Source: an optimization exercise on an open RTL-to-GDS flow (aim: small area and a short achievable clock period). Production flows keep margins and buffers that such runs may drop. Function was checked by simulation only, so behaviour that the tests miss may differ from the original. Power is estimated from default activity; no workload was simulated.

old:
==> module riscv_core, before the edit <==
module riscv_core(
    input clk_i,
    input rst_i,
    input   [31:0] instr_i,
    input   [31:0] RD_i,
    output  WE_o,
    output  [31:0] WD_o,
    output  [31:0] instr_addr_o,
    output  [31:0] data_addr_o,
    output  [2:0] size_o
);
    wire [6:0] opc  = instr_i[6:0];
    wire [2:0] f3   = instr_i[14:12];
    wire [6:0] f7   = instr_i[31:25];
    wire [4:0] rs1a = instr_i[19:15];
    wire [4:0] rs2a = instr_i[24:20];
    wire [4:0] rda  = instr_i[11:7];
    wire f7z  = (f7 == 7'h00);
    wire f7s  = (f7 == 7'h20);
    wire is_op    = (opc == 7'b0110011) & (f7z | (f7s & (f3 == 3'd0 | f3 == 3'd5)));
    wire is_opimm = (opc == 7'b0010011) & ~((f3 == 3'd1) & ~f7z) & ~((f3 == 3'd5) & ~f7z & ~f7s);
    wire is_load  = (opc == 7'b0000011) & (f3 != 3'd3) & (f3 != 3'd6) & (f3 != 3'd7);
    wire is_store = (opc == 7'b0100011) & ~f3[2] & ~(f3[1] & f3[0]);
    wire is_br    = (opc == 7'b1100011) & (f3[2:1] != 2'b01);
    wire is_jal   = (opc == 7'b1101111);
    wire is_jalr  = (opc == 7'b1100111) & (f3 == 3'd0);
    wire is_lui   = (opc == 7'b0110111);
    wire is_auipc = (opc == 7'b0010111);
    assign WE_o   = is_store;
    assign size_o = f3;
    wire [31:0] imm_i = {{20{instr_i[31]}}, instr_i[31:20]};
    reg  [31:0] regs [1:31];
    wire [31:0] dec1n, dec2n, decw;
    wire [31*32-1:0] regs_flat;
    wire [31:0] rs1, rs2;
    genvar g;
    dec5n u_dec1 (.a(rs1a), .yn(dec1n));
    dec5n u_dec2 (.a(rs2a), .yn(dec2n));
    generate for (g = 0; g < 32; g = g + 1) begin : g_decw
        assign decw[g] = (rda == g);
    end endgenerate
    generate for (g = 1; g < 32; g = g + 1) begin : g_flat
        assign regs_flat[(g-1)*32 +: 32] = regs[g];
    end endgenerate
    rdmux #(.FAST(1)) u_rd1 (.seln(dec1n), .d(regs_flat), .y(rs1));
    rdmux #(.FAST(1)) u_rd2 (.seln(dec2n), .d(regs_flat), .y(rs2));
    wire sel_s = ~instr_i[6] & instr_i[5];
    wire [31:0] imm_ls = {imm_i[31:5], sel_s ? instr_i[11:7] : instr_i[24:20]};
    wire [31:0] addr;
    add32 u_addr (.a(rs1), .b(imm_ls), .s(addr));
    assign data_addr_o = addr;
    assign WD_o = rs2;
    wire [31:0] opb = instr_i[5] ? rs2 : imm_i;
    wire sub = ~(f3 == 3'd0) | (instr_i[5] & (instr_i[30] | instr_i[6]));
    wire [31:0] sum, shres_n;
    wire eq, lts, ltu;
    alu_riscv u_alu (.a(rs1), .b(opb), .left(~f3[2]), .sub(sub), .arith(instr_i[30]),
                     .sum(sum), .shres_n(shres_n), .eq(eq), .lts(lts), .ltu(ltu));
    reg  [31:1] pc_q;
    wire [31:0] pc = {pc_q, 1'b0};
    assign instr_addr_o = pc;
    wire [31:0] imm_b = {{20{instr_i[31]}}, instr_i[7], instr_i[30:25], instr_i[11:8], 1'b0};
    wire [31:0] imm_j = {{12{instr_i[31]}}, instr_i[19:12], instr_i[20], instr_i[30:21], 1'b0};
    wire [31:0] imm_u = {instr_i[31:12], 12'd0};
    wire [31:0] imm_pc = ~instr_i[2] ? imm_b : (instr_i[3] ? imm_j : imm_u);
    wire [31:0] pc4, pcimm;
    pc_add u_pc (.pc(pc), .imm(imm_pc), .pc4(pc4), .pcimm(pcimm));
    reg taken;
    always @(*) begin
        case (f3)
            3'd0: taken = eq;
            3'd1: taken = ~eq;
            3'd4: taken = lts;
            3'd5: taken = ~lts;
            3'd6: taken = ltu;
            default: taken = ~ltu;
        endcase
    end
    wire jump = (is_br & taken) | is_jal;
    wire s_jalr = is_jalr;
    wire s_tk = ~is_jalr & jump;
    wire s_nx = ~is_jalr & ~jump;
    wire [31:1] pc_d;
    generate for (g = 1; g < 32; g = g + 1) begin : g_pc
        pc_bit u (.rst(rst_i), .s_jalr(s_jalr), .jalr_t(addr[g]), .s_tk(s_tk), .tgt(pcimm[g]),
                  .s_nx(s_nx), .pc4(pc4[g]), .d(pc_d[g]));
    end endgenerate
    always @(posedge clk_i) begin
        pc_q <= pc_d;
    end
    wire alu_op  = is_op | is_opimm;
    wire s_sum   = alu_op & (f3 == 3'd0);
    wire s_sh_n  = ~(alu_op & (f3[1:0] == 2'd1));
    wire s_slt   = alu_op & (f3[2:1] == 2'd1);
    wire s_xor   = alu_op & (f3 == 3'd4);
    wire s_or    = alu_op & (f3 == 3'd6);
    wire s_and_n = ~(alu_op & (f3 == 3'd7));
    wire s_link  = is_jal | is_jalr;
    wire slt_n   = ~(s_slt & (f3[0] ? ltu : lts));
    wire [31:0] wd;
    generate for (g = 0; g < 32; g = g + 1) begin : g_wb
        wb_bit #(.LO(g < 12), .BIT0(g == 0)) u (
            .sum(sum[g]), .sh_n(shres_n[g]), .a(rs1[g]), .b(opb[g]), .rd(RD_i[g]), .u(imm_u[g]),
            .pcimm(pcimm[g]), .pc4(pc4[g]), .ext_n(slt_n),
            .s_sum(s_sum), .s_sh_n(s_sh_n), .s_xor(s_xor), .s_or(s_or), .s_and_n(s_and_n),
            .s_ld(is_load), .s_lui(is_lui), .s_auipc(is_auipc), .s_link(s_link), .y(wd[g]));
    end endgenerate
    wire we = is_op | is_opimm | is_load | is_jal | is_jalr | is_lui | is_auipc;
    generate for (g = 1; g < 32; g = g + 1) begin : g_rf
        always @(posedge clk_i) begin
            if (we & decw[g]) regs[g] <= wd;
        end
    end endgenerate
endmodule
==> flow/config.mk <==
export PLATFORM = sky130hd
export DESIGN_NAME = riscv_core
export DESIGN_NICKNAME = riscv_core
export VERILOG_FILES = /design/flow/design.v
export SDC_FILE = /design/flow/constraint.sdc
export NUM_CORES = 4
export LEC_CHECK = 0
export CAP_MARGIN = 20
export CORE_MARGIN = 2
export CORE_UTILIZATION = 50
export CTS_CLUSTER_DIAMETER = 70
export CTS_CLUSTER_SIZE = 26
export PLACE_DENSITY = 0.65
export SETUP_SLACK_MARGIN = 0.8
export SLEW_MARGIN = 20
export SYNTH_HIERARCHICAL = 1
==> flow/constraint.sdc <==
create_clock -name core_clock -period 26.0 [get_ports {clk_i}]
set_input_delay 5.2000 -clock core_clock [delete_from_list [all_inputs] [get_ports {clk_i}]]
set_output_delay 5.2000 -clock core_clock [all_outputs]
set_load 0.01 [all_outputs]
standard.sh (not shown) runs the stock make flow with config.mk's settings and CLKGATE_MAP_FILE= SYNTH_SCRIPT=/design/flow/synth_recipe.tcl, a recipe that flattens the netlist after the stock synthesis.
==> flow/flow/run.sh <==
#!/bin/bash
cd "$(dirname "$0")/.."
source flow/extra.sh
{
  printf 'through cts:\n'; printf '  %s\n' "${CTS_EXTRA[@]}"
  printf 'route and finish:\n'; printf '  %s\n' "${ROUTE_EXTRA[@]}"
} > run.log
bash standard.sh "${CTS_EXTRA[@]}" cts > standard_cts.log 2>&1
echo "standard.sh cts exit $?" >> run.log
bash standard.sh "${ROUTE_EXTRA[@]}" finish > standard_finish.log 2>&1
echo "standard.sh finish exit $?" >> run.log
==> flow/flow/extra.sh <==
# Port buffers: buf_2 cells.
PORTS="BUFFER_PORTS_ARGS=-buffer_cell sky130_fd_sc_hd__buf_2"
# Through clock tree synthesis: timing repair aims for 12.2 ns of setup slack,
# working on the worst 5% of the failing endpoints.
CTS_EXTRA=(
  "SETUP_SLACK_MARGIN=12.2"
  "TNS_END_PERCENT=5"
  "$PORTS"
)
# After global routing: repair only up to 12 ns of setup slack.
ROUTE_EXTRA=(
  "SETUP_SLACK_MARGIN=12"
  "TNS_END_PERCENT=5"
  "$PORTS"
)
Inputs modified between old and new:
--- a/flow/design.v
+++ b/flow/design.v
@@ -1799,13 +1799,13 @@
         assign decw[g] = (rda == g);
     end endgenerate
     generate for (g = 1; g < 32; g = g + 1) begin : g_flat
         assign regs_flat[(g-1)*32 +: 32] = regs[g];
     end endgenerate
     rdmux #(.FAST(1)) u_rd1 (.seln(dec1n), .d(regs_flat), .y(rs1));
-    rdmux #(.FAST(1)) u_rd2 (.seln(dec2n), .d(regs_flat), .y(rs2));
+    rdmux u_rd2 (.seln(dec2n), .d(regs_flat), .y(rs2));
     wire sel_s = ~instr_i[6] & instr_i[5];
     wire [31:0] imm_ls = {imm_i[31:5], sel_s ? instr_i[11:7] : instr_i[24:20]};
     wire [31:0] addr;
     add32 u_addr (.a(rs1), .b(imm_ls), .s(addr));
     assign data_addr_o = addr;
     assign WD_o = rs2;
==> run summary <==
Clock power share for new: 1.7 points up relative to old. As of new, layout clock buffer count had risen by a little under 10% compared to old. Re non-clock buffer count: new and old aren't equal, and the higher value belongs to new. On via count, old tracks new almost exactly. Worst clock skew: new > old. Part of the cycle the worst path needs was higher in the run labelled new. In new, the critical-path maximum fanout came out 9 above the value in old. From old to new the numbers moved as follows: die area now sits at about the same level, number of cells produced by synthesis now sits lower, actual transition at the worst max-transition pin now sits higher, worst hold slack now sits at about the same level.

[static timing again, ports no longer ideal]
How much do the figures lean on ideal ports? The routed layouts below were timed once more, with nothing changed but the port constraints. Step 1: set_driving_cell puts a clkbuf_16 on clk_i and a buf_2 on each other input, an assumption about the parent block. Step 2 times the ports against the registers' clock, not the clock port: input delays grow and output delays shrink by t, the midpoint of the rising clock arrivals with the driver on. a / b / c = ideal ports / drivers / drivers and shift; a / b = the first two.
run	t, ns	setup WS [ns]	latest minus earliest clock arrival (ns)
old	0.766	11.903 / 11.876 / 11.876	0.040 / 0.039
new	0.781	11.838 / 11.810 / 11.174	0.069 / 0.068
After both steps setup and hold are still met in every run listed. The setup slack of new, which loses most, moves by -0.028 ns with the drivers and by -0.664 ns with both steps.
